From an optimization exercise on the open Yosys and OpenROAD flow, aimed at small area; shortcuts taken in it are not production practice.
At most, simulation tests tie the RTL to the original design; equivalence was not proved.
The flow treats the clock pin as an ideal source. Dropping or thinning the clock tree relies on that and would not hold on a real chip.
Power figures rest on the tool's default switching activity, not on a simulated workload.

==> module tracker, before the edit <==
module tracker(clk, rst, step, one_hz, cm1, miles_reg, active);
input clk, rst, step, one_hz;
output reg [15:0] cm1;      
output [5:0] miles_reg;     
output reg [3:0] active;    
reg stepped;
reg s1, s2, s3;
reg [15:0] sec;
reg [3:0] nsec;
wire tick = s2 & ~s3;
wire nine = nsec[3] & nsec[0];
assign miles_reg = stepped ? cm1[15:10] : 6'd0;
always @(posedge clk or posedge rst) begin
  if (rst) begin
    cm1 <= 16'hffff;
    stepped <= 1'b0;
    s1 <= 1'b0; s2 <= 1'b0; s3 <= 1'b0;
    sec <= 16'd0;
    nsec <= 4'd0;
    active <= 4'd0;
  end else begin
    if (step) begin
      cm1 <= cm1 + 16'd1;
      stepped <= 1'b1;
    end
    s1 <= one_hz; s2 <= s1; s3 <= s2;
    if (tick) sec <= 16'd0;
    else if (step) sec <= sec + 16'd1;
    if (tick & ~nine) begin
      nsec <= nsec + 4'd1;
      if (sec > 16'd32) active <= active + 4'd1;
    end
  end
end
endmodule
==> module bcd, before the edit <==
module bcd(clk, rst, step, wrap, dec);
input clk, rst, step, wrap;
output reg [15:0] dec;
wire [3:0] nine;
genvar i;
generate for (i = 0; i < 4; i = i + 1) begin : g
  assign nine[i] = dec[4*i+3] & dec[4*i];
end endgenerate
wire full = &nine;
wire [3:0] inc;
assign inc[0] = step & (~full | wrap);
assign inc[1] = inc[0] & nine[0];
assign inc[2] = inc[1] & nine[1];
assign inc[3] = inc[2] & nine[2];
integer j;
always @(posedge clk or posedge rst) begin
  if (rst) dec <= 16'd0;
  else
    for (j = 0; j < 4; j = j + 1)
      if (inc[j]) dec[4*j +: 4] <= nine[j] ? 4'd0 : dec[4*j +: 4] + 4'd1;
end
endmodule
==> module step_tracker, before the edit <==
module step_tracker(clk, rst, step, one_hz, disp_sel, si, steps_bcd, miles, half_mile, active_secs, seg, an);
input clk, rst, step, one_hz;
input [1:0] disp_sel;
output si;
output [15:0] steps_bcd;    
output [4:0] miles;         
output half_mile;           
output [3:0] active_secs;   
output reg [6:0] seg;       
output reg [3:0] an;        
wire [15:0] cm1;             
wire [5:0] miles_reg;
tracker tracker_inst(clk, rst, step, one_hz, cm1, miles_reg, active_secs);
bcd bcd_inst(clk, rst, step, step & (cm1 == 16'hfffe), steps_bcd);
assign si = (cm1 >= 16'd9999) & ~(&cm1);
assign miles = miles_reg[5:1];
assign half_mile = miles_reg[0];
reg [14:0] lfsr;
reg [1:0] k;
wire lz = (lfsr[13:0] == 14'd0);
always @(posedge clk or posedge rst)
  if (rst) begin
    lfsr <= 15'd0;
    k <= 2'd0;
  end else begin
    lfsr <= {lfsr[13:0], lfsr[14] ^ lfsr[13] ^ lz};
    if (lfsr[14] & lz) k <= k + 2'd1;
  end
reg [4:0] code;
always @(*) begin
  case (disp_sel)
    2'd0: case (k)
            2'd0: code = {1'b0, steps_bcd[3:0]};
            2'd1: code = {1'b0, steps_bcd[7:4]};
            2'd2: code = {1'b0, steps_bcd[11:8]};
            default: code = {1'b0, steps_bcd[15:12]};
          endcase
    2'd1: case (k)
            2'd0: code = half_mile ? 5'd5 : 5'd0;
            2'd1: code = 5'd31;
            2'd2: code = miles;
            default: code = 5'd0;
          endcase
    default: code = (k == 2'd0) ? {1'b0, active_secs} : 5'd0;
  endcase
  case (k)
    2'd0: an = 4'b1110;
    2'd1: an = 4'b1101;
    2'd2: an = 4'b1011;
    default: an = 4'b0111;
  endcase
  case (code)
    5'd0: seg = 7'b1000000;
    5'd1: seg = 7'b1111001;
    5'd2: seg = 7'b0100100;
    5'd3: seg = 7'b0110000;
    5'd4: seg = 7'b0011001;
    5'd5: seg = 7'b0010010;
    5'd6: seg = 7'b0000010;
    5'd7: seg = 7'b1111000;
    5'd8: seg = 7'b0000000;
    5'd9: seg = 7'b0010000;
    5'd10: seg = 7'b0001000;
    5'd11: seg = 7'b0000011;
    5'd12: seg = 7'b1000110;
    5'd13: seg = 7'b0100001;
    5'd14: seg = 7'b0000110;
    5'd15: seg = 7'b0001110;
    default: seg = 7'b1111111;
  endcase
end
endmodule
Settings: LEC_CHECK=0, CAP_MARGIN=20, CORE_MARGIN=2, CORE_UTILIZATION=65, PLACE_DENSITY=0.8, SLEW_MARGIN=20; clock period 20.0 ns.
standard.sh (not shown) runs the stock make flow with config.mk's settings and CLKGATE_MAP_FILE= SYNTH_SCRIPT=/design/flow/synth_recipe.tcl, a recipe that flattens the netlist after the stock synthesis.
==> flow/flow/run.sh <==
#!/bin/bash
# Layout flow: the standard flow (ORFS), with these changes to how it maps
# the design to cells:
#  - synthesis maps the logic with an area-oriented ABC script
#    (flow/abc_area.script) and without Yosys's full-adder extraction;
#  - ports are buffered with the smallest buffer, buf_1;
#  - in place of clock_tree_synthesis, the registers are split into
#    CLOCK_GROUPS groups of nearly equal size by position, each with one clock
#    buffer, which the clock port drives (flow/clock.tcl).
# Registers, their names and cell types are those of the standard synthesis.
set -euo pipefail
work=$(pwd)
rm -rf "$work/scripts"
cp -r "$FLOW_HOME/scripts" "$work/scripts"
cp "$work/flow/abc_area.script" "$work/scripts/abc_area.script"
sed -i 's|^log_cmd clock_tree_synthesis {\*}\$cts_args$|source $::env(OWN_CTS_TCL)|' "$work/scripts/cts.tcl"
grep -q OWN_CTS_TCL "$work/scripts/cts.tcl"
export SCRIPTS_DIR="$work/scripts"
export OWN_CTS_TCL="$work/flow/clock.tcl"
export CLOCK_BUFFER_CELL=sky130_fd_sc_hd__clkbuf_8
export CLOCK_GROUPS=4
export BUFFER_PORTS_ARGS="-buffer_cell sky130_fd_sc_hd__buf_1"

bash standard.sh SCRIPTS_DIR="$work/scripts" ABC_AREA=1 ADDER_MAP_FILE= synth > "$work/synth.log" 2>&1
bash standard.sh SCRIPTS_DIR="$work/scripts" > "$work/layout.log" 2>&1
Other scripts of this flow, unchanged in this note and not shown: flow/flow/abc_area.script, flow/flow/clock.tcl
==> next run, changes <==
--- a/flow/design.v
+++ b/flow/design.v
@@ -1,37 +1,46 @@
-module tracker(clk, rst, step, one_hz, cm1, miles_reg, active);
+module tracker(clk, rst, step, one_hz, count, miles_reg, active);
 input clk, rst, step, one_hz;
-output reg [15:0] cm1;      
+output reg [15:0] count;    
 output [5:0] miles_reg;     
 output reg [3:0] active;    
 reg stepped;
 reg s1, s2, s3;
-reg [15:0] sec;
+reg [5:0] sec_lo;
+reg [9:0] sec_hi;
+wire sec_cy = step & (&sec_lo);
+wire sec_hz = (sec_hi[8:0] == 9'd0);
 reg [3:0] nsec;
 wire tick = s2 & ~s3;
 wire nine = nsec[3] & nsec[0];
-assign miles_reg = stepped ? cm1[15:10] : 6'd0;
+assign miles_reg = count[15:10] - {5'd0, stepped & (count[9:0] == 10'd0)};
 always @(posedge clk or posedge rst) begin
   if (rst) begin
-    cm1 <= 16'hffff;
+    count <= 16'd0;
     stepped <= 1'b0;
     s1 <= 1'b0; s2 <= 1'b0; s3 <= 1'b0;
-    sec <= 16'd0;
+    sec_lo <= 6'd0;
+    sec_hi <= 10'd0;
     nsec <= 4'd0;
     active <= 4'd0;
   end else begin
     if (step) begin
-      cm1 <= cm1 + 16'd1;
+      count <= count + 16'd1;
       stepped <= 1'b1;
     end
     s1 <= one_hz; s2 <= s1; s3 <= s2;
-    if (tick) sec <= 16'd0;
-    else if (step) sec <= sec + 16'd1;
+    if (tick) begin
+      sec_lo <= 6'd0;
+      sec_hi <= 10'd0;
+    end else begin
+      if (step) sec_lo <= sec_lo + 6'd1;
+      if (sec_cy) sec_hi <= {sec_hi[8:0], sec_hi[9] ^ sec_hi[6] ^ sec_hz};
+    end
     if (tick & ~nine) begin
       nsec <= nsec + 4'd1;
-      if (sec > 16'd32) active <= active + 4'd1;
+      if ((sec_hi != 10'd0) | (sec_lo > 6'd32)) active <= active + 4'd1;
     end
   end
 end
 endmodule
 module bcd(clk, rst, step, wrap, dec);
 input clk, rst, step, wrap;
@@ -44,35 +53,39 @@
 wire full = &nine;
 wire [3:0] inc;
 assign inc[0] = step & (~full | wrap);
 assign inc[1] = inc[0] & nine[0];
 assign inc[2] = inc[1] & nine[1];
 assign inc[3] = inc[2] & nine[2];
-integer j;
-always @(posedge clk or posedge rst) begin
+wire [15:0] t;
+generate for (i = 0; i < 4; i = i + 1) begin : h
+  wire e = inc[i] & dec[4*i];
+  assign t[4*i]   = inc[i];
+  assign t[4*i+1] = e & ~dec[4*i+3];
+  assign t[4*i+2] = e & dec[4*i+1];
+  assign t[4*i+3] = e & (dec[4*i+3] | (dec[4*i+1] & dec[4*i+2]));
+end endgenerate
+always @(posedge clk or posedge rst)
   if (rst) dec <= 16'd0;
-  else
-    for (j = 0; j < 4; j = j + 1)
-      if (inc[j]) dec[4*j +: 4] <= nine[j] ? 4'd0 : dec[4*j +: 4] + 4'd1;
-end
+  else dec <= dec ^ t;
 endmodule
 module step_tracker(clk, rst, step, one_hz, disp_sel, si, steps_bcd, miles, half_mile, active_secs, seg, an);
 input clk, rst, step, one_hz;
 input [1:0] disp_sel;
 output si;
 output [15:0] steps_bcd;    
 output [4:0] miles;         
 output half_mile;           
 output [3:0] active_secs;   
 output reg [6:0] seg;       
 output reg [3:0] an;        
-wire [15:0] cm1;             
+wire [15:0] count;
 wire [5:0] miles_reg;
-tracker tracker_inst(clk, rst, step, one_hz, cm1, miles_reg, active_secs);
-bcd bcd_inst(clk, rst, step, step & (cm1 == 16'hfffe), steps_bcd);
-assign si = (cm1 >= 16'd9999) & ~(&cm1);
+tracker tracker_inst(clk, rst, step, one_hz, count, miles_reg, active_secs);
+bcd bcd_inst(clk, rst, step, step & (&count), steps_bcd);
+assign si = (count > 16'd9999);
 assign miles = miles_reg[5:1];
 assign half_mile = miles_reg[0];
 reg [14:0] lfsr;
 reg [1:0] k;
 wire lz = (lfsr[13:0] == 14'd0);
 always @(posedge clk or posedge rst)
After rerunning: Total power hardly moves; synthesized area falls by 1.0%; hold slack is about the same; via count falls by 6.1%; clock power falls by about 1%; combinational power rises by 13%; global-route usage rises by 1.0 points; register-to-register slack loses 0.77 ns.
For the first run of this note, only the layout was checked, not whether the RTL still works. No run of this note takes its clock network from TritonCTS; it comes from the design's own scripts or RTL.

## static timing again, ports no longer ideal
No port has a modelled driver above. Below, the same layouts with a new extraction and two added sets of constraints.
Step 1 assumes that a clkbuf_16 drives the clock port and a buf_2 every other input.
Step 2 adds t to the input delays and takes it off the output delays; t is the mean of the earliest and latest rising clock arrival at the registers after step 1. Input paths then give back, and output paths get back, about the clock's delay inside the block.
a / b / c = ideal / step 1 / step 2; a / b = the first two.
run | shift t [ns] | setup slack, ns | worst hold slack (ns) | slew at the worst register clock pin (ns)
the first run | 0.216 | 9.745 / 9.722 / 9.722 | 0.360 / 0.360 / 0.360 | 0.12 / 0.12
the second run | 0.216 | 9.486 / 9.463 / 9.463 | 0.360 / 0.360 / 0.360 | 0.11 / 0.11
After both steps every run listed still meets setup and hold.
